Context: an optimization exercise on an open-source flow, tuned for small area and a short achievable clock period. The choices shown serve that exercise and are no tape-out recipe.
The RTL was checked by simulation tests, not by an equivalence proof against the original design.
Power figures rest on the tool's default switching activity, not on a simulated workload.

## job 4597
==> flow/design.v (excerpt) <==
module processor(
    input clk,
    input rst,
    output [31:0] imem_addr,
    input [31:0] imem_rdata,
    output dmem_en,
    output dmem_we,
    output [31:0] dmem_addr,
    output [31:0] dmem_wdata,
    input [31:0] dmem_rdata,
    output wb_en,
    output [3:0] wb_addr,
    output [31:0] wb_data
    );
reg [31:0] ia;       
reg [31:0] f_ir, d_ir;
reg f_v, d_v;
reg [15:0] d_selm;           
reg d_useimm;                
reg [4:0] d_shl, d_shr;   
reg [31:0] e_A, e_B;
reg [2:0] e_op;
reg e_zupd, e_wen, e_men, e_we, e_sub;
reg [3:0] e_rd;
reg br;      
reg z;       
reg [31:0] m_A, m_B;
reg m_add, m_and, m_or, m_not, m_xor, m_pass, m_cin;
reg m_wen, m_en, m_we, m_ld;
reg [3:0] m_rd;
reg [31:0] w_data;
reg [3:0] w_rd;
reg w_en;
assign imem_addr = ia;
wire [5:0] f_opc = f_ir[29:24];
wire f_useimm = f_ir[31] | (f_opc == 6'b100100);
always @(posedge clk) begin
    f_ir <= imem_rdata;
    d_ir <= f_ir;
    f_v <= ~rst;
    d_v <= ~rst & f_v & ~br;
    d_useimm <= f_useimm;
    d_selm <= f_useimm ? 16'd0 : (16'd1 << f_ir[3:0]);
    d_shl <= f_ir[14:10] & {5{~f_useimm &  f_ir[15]}};
    d_shr <= f_ir[14:10] & {5{~f_useimm & ~f_ir[15]}};
end
wire       d_S   = d_ir[30];
wire [5:0] d_opc = d_ir[29:24];
wire [3:0] d_rn  = d_ir[23:20];
wire d_mem = d_opc[5] & d_opc[4];
wire d_ls  = d_ir[27];
wire d_regw = ~(d_mem & ~d_ls);
wire [3:0] d_rd = (d_opc[5] | d_opc[4]) ? d_rn : d_ir[19:16];
wire d_beq = (d_opc == 6'b100100);
wire d_flag = (d_opc == 6'b000110) | (d_opc == 6'b001001) | (d_opc == 6'b011101);
reg [2:0] d_op;
always @(*) begin
    case (d_opc)
    6'b000110: d_op = 3'd0;
    6'b001001: d_op = 3'd1;
    6'b011101: d_op = 3'd1;
    6'b001011: d_op = 3'd2;
    6'b001010: d_op = 3'd3;
    6'b001100: d_op = 3'd4;
    6'b001110: d_op = 3'd5;
    6'b011100: d_op = 3'd6;
    6'b100100: d_op = 3'd6;
    default:   d_op = 3'd7;
    endcase
end
  ...
clock: 7.5 ns
lec_check: 0
abc_area: 1
cap_margin: 20
core_margin: 2
core_utilization: 50
cts_cluster_diameter: 80
cts_cluster_size: 32
setup_slack_margin: 4.6
slew_margin: 20
standard.sh (not shown) runs the stock make flow with config.mk's settings and CLKGATE_MAP_FILE= SYNTH_SCRIPT=/design/flow/synth_recipe.tcl, a recipe that flattens the netlist after the stock synthesis.
==> flow/flow/run.sh <==
#!/bin/bash
# The standard layout (standard.sh, all of its steps) with two changes
# passed to the ORFS scripts through their environment:
#  - the port buffers that buffer_ports inserts are buf_1 cells
#  - clock tree synthesis inserts no dummy loads
# make's output goes to make.log; each ORFS step keeps its own log under orfs/logs.
set -euo pipefail
export BUFFER_PORTS_ARGS="-buffer_cell sky130_fd_sc_hd__buf_1"
export CTS_ARGS="-sink_clustering_enable -repair_clock_nets -sink_clustering_size 32 -sink_clustering_max_diameter 80 -dont_use_dummy_load"
bash standard.sh > make.log 2>&1
#### Input delta (job 4530 over job 4597)
- TNS_END_PERCENT: unset -> 10
- CTS_CLUSTER_SIZE: 32 -> 24
- CTS_CLUSTER_DIAMETER: 80 -> 100
diff --git a/flow/flow/run.sh b/flow/flow/run.sh
--- a/flow/flow/run.sh
+++ b/flow/flow/run.sh
@@ -7,4 +7,4 @@
 set -euo pipefail
 export BUFFER_PORTS_ARGS="-buffer_cell sky130_fd_sc_hd__buf_1"
-export CTS_ARGS="-sink_clustering_enable -repair_clock_nets -sink_clustering_size 32 -sink_clustering_max_diameter 80 -dont_use_dummy_load"
+export CTS_ARGS="-sink_clustering_enable -repair_clock_nets -sink_clustering_size 24 -sink_clustering_max_diameter 100 -dont_use_dummy_load"
 bash standard.sh > make.log 2>&1
Notes after the runs:
Job 4530: final standard cell area without fillers is about 0.6% lower than what job 4597 reported.
Job 4530 falls short of job 4597 in worst path setup slack after routing.
Share of power burned in the clock network: job 4530 vs job 4597 up 0.4 points
Job 4530 against job 4597: share of final layout cell area taken by non-clock buffers fell by 0.29 points, area added between synthesis and finish now smaller, utilization moved down.
Where relative slew slack is concerned, job 4597 is better than job 4530.
Summary — detailed route wirelength on metal3, job 4530 relative to job 4597: lower, by about 1.7%.
Portion of total power attributed to combinational logic (higher): job 4597
Job 4530 reports a lower critical path depth than job 4597 does.
In job 4530 relative to job 4597, total area of multi-input combinational cells had gone down slightly.
Modified inputs, job 2031 compared to job 4530
- CORE_UTILIZATION now 62, was 50
- TNS_END_PERCENT no longer set, was 10
### Flow results
Job 2031: non-clock buffer contribution to total cell area 0.21 points above job 4530
Share of the core filled with cells in the final layout on job 2031 is up relative to job 4530.
Job 2031 against job 4530: cell area held; data required time at the worst endpoint climbed 1.90 ns; insertion delay to the later sink of the worst-skew pair did not really move; sum of routed wire segments on met1 dropped 7.9 mm.
Having completed the whole flow, job 2031 delivered a layout that passed the timing, DRC and antenna checks.
Input-level comparison between job 1276 and job 2031:
- setting ABC_CLOCK_PERIOD_IN_PS to 2800 for the first time
- removing ABC_AREA (formerly 1)
- changing CORE_UTILIZATION from 62 to 50
## What came out
- Job 1276 ended with less tightest hold margin than job 2031.
- | die extent in y | higher: job 1276 |
- Reported for job 2031 and job 1276, proportion of register bits with asynchronous set or reset after synthesis turned out identical to the last digit.
## Diff of input files: job 7874 against job 1276
- a deleted ABC_CLOCK_PERIOD_IN_PS that had been 2800
- an added ABC_AREA of 1
- a change of SETUP_SLACK_MARGIN from 4.6 to 5.0
## What came out
Compared to job 1276, job 7874 has relative area of non-clock buffer cells in the final design 1.7 points higher. Job 7874 reports its start-to-end type of the worst setup path as flip-flop to output port while job 1276 reports flip-flop to flip-flop. Cmp job 7874 vs job 1276: post-route fraction of the period consumed by the critical path lower in job 7874. Between job 1276 and job 7874, the flow reports area enclosed by the die boundary increasing by a few percent. Total stage count of the critical path on job 7874 is down relative to job 1276.

port drivers added, routing unchanged:
No port has a modelled driver above. Below, the same layouts with a new extraction and two added sets of constraints.
Step 1 sets driving cells, clkbuf_16 on the clock port and buf_2 on the other inputs (assumed; they add their load-dependent delay and slew).
Step 2 adds t to the input delays and takes it off the output delays; t is the mean of the earliest and latest rising clock arrival at the registers after step 1. Input paths then give back, and output paths get back, about the clock's delay inside the block.
a / b / c = ideal ports / drivers / drivers and shift; a / b = the first two.
| run | t (ns) | setup WS [ns] | hold WS [ns] | worst register clock-pin slew, ns | pins driven straight from the clock port |
|---|---|---|---|---|---|
| job 4597 | 0.667 | 4.642 / 4.570 / 4.238 | 0.331 / 0.331 / 0.331 | 0.12 / 0.12 | 1 |
| job 4530 | 0.663 | 4.458 / 4.388 / 4.119 | 0.329 / 0.329 / 0.329 | 0.10 / 0.10 | 1 |
| job 2031 | 0.656 | 4.546 / 4.546 / 4.193 | 0.332 / 0.332 / 0.332 | 0.10 / 0.10 | 1 |
| job 1276 | 0.677 | 4.093 / 4.093 / 4.093 | 0.321 / 0.321 / 0.321 | 0.10 / 0.10 | 1 |
| job 7874 | 0.674 | 4.662 / 4.595 / 4.264 | 0.332 / 0.332 / 0.332 | 0.10 / 0.10 | 1 |
After both steps setup and hold are still met in every run listed. The setup slack of job 4597, which loses most, moves by -0.072 ns with the drivers and by -0.404 ns with both steps.
